This is an optimization exercise on Yosys and OpenROAD, whose aim is small area and a short achievable clock period, not a production implementation.
Power figures rest on the tool's default switching activity, not on a simulated workload.

## rev 12
// solution
module solution (
    input clk,
    input rst,
    input row_valid,
    input [281:0] row_data,
    output [63:0] splitters_hit,
    output done
);
    localparam WIDTH = 141;
    localparam HEIGHT = 142;
    reg [7:0] y;                   
    reg running;                   
    reg [WIDTH-1:0] active;        
    reg [15:0] pn;               
    reg [14:0] acc;              
    localparam NTAKE = 16;
    wire [NTAKE-1:0] take_g, ntake_g, rst_g;
    wire rst_cn;
    bs_inv u_rst (.i(rst), .o(rst_cn));
    genvar k;
    generate
        for (k = 0; k < NTAKE; k = k + 1) begin : tk
            bs_take u_take (.row_valid(row_valid), .running(running), .rst(rst), .rst_cn(rst_cn),
                            .take(take_g[k]), .ntake(ntake_g[k]), .rst_l(rst_g[k]));
        end
    endgenerate
    wire take = take_g[0];
    wire [WIDTH-1:0] nhit, d;
    genvar i;
    generate
        for (i = 0; i < WIDTH; i = i + 1) begin : cols
            wire nhl = (i == 0) ? 1'b1 : nhit[(i == 0) ? 0 : i - 1];
            wire nhr = (i == WIDTH - 1) ? 1'b1 : nhit[(i == WIDTH - 1) ? 0 : i + 1];
            bs_col u_col (
                .a(active[i]), .c0(row_data[2*i]), .c1(row_data[2*i+1]),
                .take(take_g[i * NTAKE / WIDTH]), .ntake(ntake_g[i * NTAKE / WIDTH]),
                .rst(rst_g[i * NTAKE / WIDTH]), .nhl(nhl), .nhr(nhr),
                .nhit(nhit[i]), .d(d[i])
            );
        end
    endgenerate
    wire rst0 = rst_g[0];
    always @(posedge clk) begin
        active <= d;
        if (rst0) begin
            y <= 8'd0;
            running <= 1'b1;
        end else if (take) begin
            y <= y + 8'd1;
            if (y == HEIGHT - 1) running <= 1'b0;
        end
    end
    assign done = ~running;
    wire s1, c2;
    bs_fa u_s1 (.a(nhit[0]), .b(nhit[1]), .c(nhit[2]), .s(s1), .co(c2));
    wire s3, c4;
    bs_fa u_s3 (.a(nhit[3]), .b(nhit[4]), .c(nhit[5]), .s(s3), .co(c4));
    wire s5, c6;
    bs_fa u_s5 (.a(nhit[6]), .b(nhit[7]), .c(nhit[8]), .s(s5), .co(c6));
    wire s7, c8;
    bs_fa u_s7 (.a(nhit[9]), .b(nhit[10]), .c(nhit[11]), .s(s7), .co(c8));
    wire s9, c10;
    bs_fa u_s9 (.a(nhit[12]), .b(nhit[13]), .c(nhit[14]), .s(s9), .co(c10));
    wire s11, c12;
  ...
Size in the first run: ~1300 cells after synthesis, about 350 I/O pins, ~12000 sq um of cells after synthesis.
clock: 100.0 ns
lec_check: 0
cap_margin: 20
core_margin: 2
core_utilization: 65
cts_buf_list: sky130_fd_sc_hd__clkbuf_4 sky130_fd_sc_hd__clkbuf_8
slew_margin: 20
synth_hierarchical: 1
synth_minimum_keep_size: 0
buffer_ports_args: -buffer_cell sky130_fd_sc_hd__buf_1
skip_repair_tie_fanout: 1
cts_args: -sink_clustering_enable -repair_clock_nets -dont_use_dummy_load -buf_list {sky130_fd_sc_hd__clkbuf_4 sky130_fd_sc_hd__clkbuf_8}
post_resize_tcl: /design/flow/flow/port_bufs.tcl
standard.sh (not shown) runs the stock make flow with config.mk's settings and CLKGATE_MAP_FILE= SYNTH_SCRIPT=/design/flow/synth_recipe.tcl, a recipe that flattens the netlist after the stock synthesis.
==> flow/flow/run.sh <==
#!/bin/bash
# Own layout flow: the standard flow (standard.sh, synth_recipe.tcl), with
#  - bs_col, bs_take and bs_inv mapped to cells by hand (flow/bs_col_cells.v), read over
#    their synthesized versions before the design is flattened,
#  - flow/extra.mk appended to config.mk: buf_1 port buffers, one tie cell per constant,
#    no dummy clock-tree loads, stronger buffers on the row_valid and rst ports (port_bufs.tcl).
# The make output goes to make_finish.log; each ORFS step logs to orfs/logs/.
set -euo pipefail
cd "$(dirname "$0")/.."
W=$PWD
sed "s#@W@#$W#g" flow/extra.mk >> config.mk
# synthesis: the standard flow's script, with the hand-mapped bs_col read over the synthesized one
awk -v f="$W/flow/bs_col_cells.v" '{print} /source .*synth.tcl/ {print "read_verilog -overwrite " f}' \
  synth_recipe.tcl > my_synth.tcl
grep -q "read_verilog -overwrite" my_synth.tcl
sed "s#SYNTH_SCRIPT=[^ ]*#SYNTH_SCRIPT=$W/my_synth.tcl#" standard.sh > my_standard.sh
grep -q "my_synth.tcl" my_standard.sh
bash my_standard.sh ${FLOW_TARGET:-finish} > make_finish.log 2>&1
==> flow/flow/bs_col_cells.v <==
// bs_col and bs_take (see rtl/solution.v) mapped by hand to sky130_fd_sc_hd cells.
//
// bs_col:
// nc1  = ~c1
// nhit = ~(a & c0 & nc1 & take)
// src  = ~(c0 | ntake | nc1)
// nk   = ~((a & nhit) | src)
// d    = ~((nk & nhl & nhr) | rst)
module bs_col (
    input a, input c0, input c1, input take, input ntake, input rst,
    input nhl, input nhr,
    output nhit, output d
);
    wire nc1, src, nk;
    sky130_fd_sc_hd__inv_1 g_nc1 (.A(c1), .Y(nc1));
    sky130_fd_sc_hd__nand4_1 g_hit (.A(take), .B(c0), .C(nc1), .D(a), .Y(nhit));
    sky130_fd_sc_hd__nor3_1 g_src (.A(c0), .B(ntake), .C(nc1), .Y(src));
    sky130_fd_sc_hd__a21oi_1 g_keep (.A1(a), .A2(nhit), .B1(src), .Y(nk));
    sky130_fd_sc_hd__a31oi_1 g_d (.A1(nk), .A2(nhl), .A3(nhr), .B1(rst), .Y(d));
endmodule

// bs_take:
// take = row_valid & running & ~rst, ntake = ~take, rst_l = ~rst_cn
module bs_take (input row_valid, input running, input rst, input rst_cn,
                output take, output ntake, output rst_l);
    sky130_fd_sc_hd__and3b_2 g_take (.A_N(rst), .B(running), .C(row_valid), .X(take));
    sky130_fd_sc_hd__inv_1 g_ntake (.A(take), .Y(ntake));
    sky130_fd_sc_hd__inv_2 g_rst (.A(rst_cn), .Y(rst_l));
endmodule

// bs_inv: an inverter
module bs_inv (input i, output o);
    sky130_fd_sc_hd__inv_2 g_inv (.A(i), .Y(o));
endmodule
Other scripts of this flow, unchanged in this note and not shown: flow/flow/extra.mk, flow/flow/port_bufs.tcl
[inputs] rev 13 vs rev 12
diff --git a/flow/flow/bs_col_cells.v b/flow/flow/bs_col_cells.v
--- a/flow/flow/bs_col_cells.v
+++ b/flow/flow/bs_col_cells.v
@@ -16 +16 @@
-    sky130_fd_sc_hd__nand4_1 g_hit (.A(take), .B(c0), .C(nc1), .D(a), .Y(nhit));
+    sky130_fd_sc_hd__nand4_1 g_hit (.A(a), .B(c0), .C(nc1), .D(take), .Y(nhit));
Findings:
[rev 13 vs rev 12] average routed wire per standard cell: lower in rev 13. From rev 12 to rev 13 the numbers moved as follows: actual slew at the worst max-slew pin went up 0.42 ns; internal power component level; achievable frequency shows no meaningful change; final routed wirelength across all metal layers decreased about 2.8%. Rev 12 → rev 13: all-layer global routing usage now smaller, setup slack went up 0.0035 ns. Rev 13 -> rev 12: synthesized cell count flat. Final weighted congestion in routability-driven placement (rev 13 vs. rev 12) increases slightly.
No run of this note included a check of the RTL's function; only the layout flow was run.

afterwards: timing with drivers on the ports:
Ports are ideal in the flow. The routed layouts listed here were re-timed in OpenROAD. Step 1: set_driving_cell puts a clkbuf_16 on clk and a buf_2 on each other input, an assumption about the parent block. Step 2 times the ports against the registers' clock, not the clock port: input delays grow and output delays shrink by t, the midpoint of the rising clock arrivals with the driver on. a / b / c = no drivers / after step 1 / after step 2; a / b = the first two.
run	t, ns	setup WS [ns]	slew at the worst register clock pin (ns)	worst slew at a driven data input, ns
rev 12	0.500	76.328 / 76.286 / 75.893	0.09 / 0.09	0.06
rev 13	0.486	76.332 / 76.343 / 75.857	0.10 / 0.10	0.07
After both steps setup and hold are still met in every run listed. The setup slack of rev 13, which loses most, moves by +0.011 ns with the drivers and by -0.475 ns with both steps.
